What follows belongs to an exercise in optimizing a design on an open flow for small area; a production flow would make more cautious choices. Only simulation tests tie the RTL to the original design; equivalence was not proved. The flow treats the clock pin as an ideal source, which a real chip does not have.

## fir_filter
module fir_filter(
    input              clk,
    input              n_rst,
    input  signed [7:0] din,
    output reg signed [7:0] dout
);
reg [7:0] d0;
reg [7:0] d1;
reg [7:0] d2;
reg [7:0] d3;
reg [7:0] d4;
reg [7:0] d5;
reg [7:0] d6;
reg [7:0] d7;
reg [7:0] d8;
reg [7:0] d9;
reg [7:0] d10;
reg [7:0] d11;
reg [7:0] d12;
reg [7:0] d13;
reg [15:0] m;
  ...
Size in the first run: ~350 cells after synthesis, roughly 18 I/O pins, ~6700 µm² of cells after synthesis.
==> flow/config.mk <==
export PLATFORM = sky130hd
export DESIGN_NAME = fir_filter
export DESIGN_NICKNAME = fir_filter
export VERILOG_FILES = /design/flow/design.v
export SDC_FILE = /design/flow/constraint.sdc
export NUM_CORES = 4
export LEC_CHECK = 0
export CAP_MARGIN = 20
export CORE_MARGIN = 2
export CORE_UTILIZATION = 70
export GPL_TIMING_DRIVEN = 0
export SLEW_MARGIN = 20
==> flow/constraint.sdc <==
create_clock -name core_clock -period 6.0 [get_ports {clk}]
set_input_delay 1.2000 -clock core_clock [delete_from_list [all_inputs] [get_ports {clk}]]
set_output_delay 1.2000 -clock core_clock [all_outputs]
set_load 0.01 [all_outputs]
standard.sh (not shown) runs the stock make flow with config.mk's settings and CLKGATE_MAP_FILE= SYNTH_SCRIPT=/design/flow/synth_recipe.tcl, a recipe that flattens the netlist after the stock synthesis.
==> flow/flow/run.sh <==
#!/bin/bash
# Own layout flow: the standard synthesis (unchanged) fixes the registers;
# its combinational logic is then replaced by the equivalent hand-built
# full-adder netlist from gen4.py, and the standard ORFS flow lays it out.
set -uo pipefail
HERE=$(pwd)
RES=$HERE/orfs/results/$FLOW_PLATFORM/fir_filter/base
bash standard.sh synth > synth_std.log 2>&1 || { echo "standard synthesis failed"; exit 1; }
cp $RES/1_2_yosys.v std_synth.v
python3 flow/gen4.py flow/spec.json gen_rtl.v own_net.v > gen.log 2>&1
if python3 flow/inject.py std_synth.v own_net.v injected.v > inject.log 2>&1; then
  cp injected.v $RES/1_2_yosys.v
  rm -f $RES/1_synth.odb $RES/1_synth.sdc
  bash standard.sh synth > synth_odb.log 2>&1 || { echo "odb from injected netlist failed"; exit 1; }
else
  echo "register mismatch, keeping the standard netlist" | tee -a inject.log
fi
# clock tree: no dummy balancing loads, small clock buffers
export CTS_ARGS="-sink_clustering_enable -repair_clock_nets -dont_use_dummy_load -root_buf sky130_fd_sc_hd__clkbuf_8 -buf_list sky130_fd_sc_hd__clkbuf_4"
# port buffers: the smallest buffer cell
export BUFFER_PORTS_ARGS="-buffer_cell sky130_fd_sc_hd__buf_1"
export POST_CTS_TCL=$HERE/flow/post_cts.tcl
bash standard.sh > layout.log 2>&1
Other scripts of this flow, unchanged in this note and not shown: flow/flow/gen4.py, flow/flow/inject.py, flow/flow/post_cts.tcl, flow/flow/spec.json
The baseline completed without violations.
Next try:
CAP_MARGIN = 0   (was 20)
CORE_UTILIZATION = 80   (was 70)
GPL_TIMING_DRIVEN = default   (was 0)
SLEW_MARGIN = 0   (was 20)
What happened:
- The new run passed the timing, design-rule and antenna checks
- fmax drops by 0.97%
- synthesized cell count does not change
- count of clock-buffer cells in the layout is unchanged
Next try:
CORE_UTILIZATION = 70   (was 80)
After rerunning:
- The changed run produced a clean layout
- cell count came out higher by about 4.6%
- hold slack degrades by 0.0043 ns
- worst setup slack is better by 0.079 ns
- flip-flop and latch count stays the same

Another version of the RTL of fir_filter (not shown whole).
For scale: about 350 cells after synthesis, roughly 18 I/O pins.
Settings: LEC_CHECK=0, CAP_MARGIN=20, CORE_MARGIN=2, CORE_UTILIZATION=70, SLEW_MARGIN=20; clock period 6.0 ns.
==> flow/flow/run.sh <==
#!/bin/bash
# Own layout flow: the standard synthesis (unchanged) fixes the registers;
# its combinational logic is then replaced by the equivalent hand-built
# full-adder netlist from gen4.py, and the standard ORFS flow lays it out.
set -uo pipefail
HERE=$(pwd)
RES=$HERE/orfs/results/$FLOW_PLATFORM/fir_filter/base
bash standard.sh synth > synth_std.log 2>&1 || { echo "standard synthesis failed"; exit 1; }
cp $RES/1_2_yosys.v std_synth.v
python3 flow/gen4.py flow/spec.json gen_rtl.v own_net.v > gen.log 2>&1
if python3 flow/inject.py std_synth.v own_net.v injected.v > inject.log 2>&1; then
  cp injected.v $RES/1_2_yosys.v
  rm -f $RES/1_synth.odb $RES/1_synth.sdc
  bash standard.sh synth > synth_odb.log 2>&1 || { echo "odb from injected netlist failed"; exit 1; }
else
  echo "register mismatch, keeping the standard netlist" | tee -a inject.log
fi
# clock tree: no dummy balancing loads, small clock buffers
export CTS_ARGS="-sink_clustering_enable -repair_clock_nets -dont_use_dummy_load -root_buf sky130_fd_sc_hd__clkbuf_8 -buf_list sky130_fd_sc_hd__clkbuf_4"
export POST_CTS_TCL=$HERE/flow/post_cts.tcl
bash standard.sh > layout.log 2>&1
==> flow/flow/post_cts.tcl <==
# After CTS: clock buffers (clkbuf_4) that drive many flip-flops are
# upsized to clkbuf_8 so that every flip-flop clock pin keeps a clean slew.
set upsized 0
foreach inst [get_cells -filter "ref_name == sky130_fd_sc_hd__clkbuf_4"] {
  set out [get_pins -of_objects $inst -filter "direction == output"]
  set net [get_nets -of_objects $out]
  if { $net == "" } { continue }
  set sinks [llength [get_pins -of_objects $net -filter "direction == input"]]
  if { $sinks >= 10 } {
    replace_cell $inst sky130_fd_sc_hd__clkbuf_8
    incr upsized
  }
}
puts "post_cts: upsized $upsized clock buffers"
if { $upsized > 0 } {
  detailed_placement
  check_placement -verbose
  estimate_parasitics -placement
}
Other scripts of this flow, unchanged in this note and not shown: flow/flow/gen4.py, flow/flow/inject.py, flow/flow/spec.json
Then changed:
--- a/flow/flow/post_cts.tcl
+++ b/flow/flow/post_cts.tcl
@@ -7,5 +7,5 @@
   if { $net == "" } { continue }
   set sinks [llength [get_pins -of_objects $net -filter "direction == input"]]
-  if { $sinks >= 10 } {
+  if { $sinks >= 11 } {
     replace_cell $inst sky130_fd_sc_hd__clkbuf_8
     incr upsized
Outcome:
- The new run passed the timing, design-rule and antenna checks
- fmax barely changes
- synthesized area does not change
- critical path depth stays the same

==> static timing again, ports no longer ideal <==
The flow's constraints put no driver on any port. The routed layouts listed below were extracted and timed again, unchanged, in two steps.
Step 1: set_driving_cell puts a clkbuf_16 on clk and a buf_2 on each other input, an assumption about the parent block.
Step 2, shift: input delay + t, output delay - t, t = (earliest + latest rising clock arrival at the registers) / 2. This alone moves slack from input paths to output paths.
a / b / c = ideal / step 1 / step 2; a / b = the first two.
| run | t (ns) | setup slack, ns | worst setup path after step 2 | slew at the worst register clock pin (ns) | worst data-port slew with drivers (ns) |
|---|---|---|---|---|---|
| the first run of note 1 | 0.424 | 0.145 / 0.145 / 0.145 | register to register | 0.09 / 0.09 | 0.03 |
| the second run of note 1 | 0.427 | 0.087 / 0.087 / 0.087 | register to register | 0.11 / 0.11 | 0.04 |
| the third run of note 1 | 0.439 | 0.167 / 0.167 / 0.167 | register to register | 0.10 / 0.10 | 0.04 |
| the first run of note 2 | 0.434 | 0.180 / 0.180 / 0.180 | register to register | 0.10 / 0.10 | 0.04 |
| the second run of note 2 | 0.429 | 0.181 / 0.181 / 0.181 | register to register | 0.10 / 0.10 | 0.04 |
After both steps every run listed still meets setup and hold.
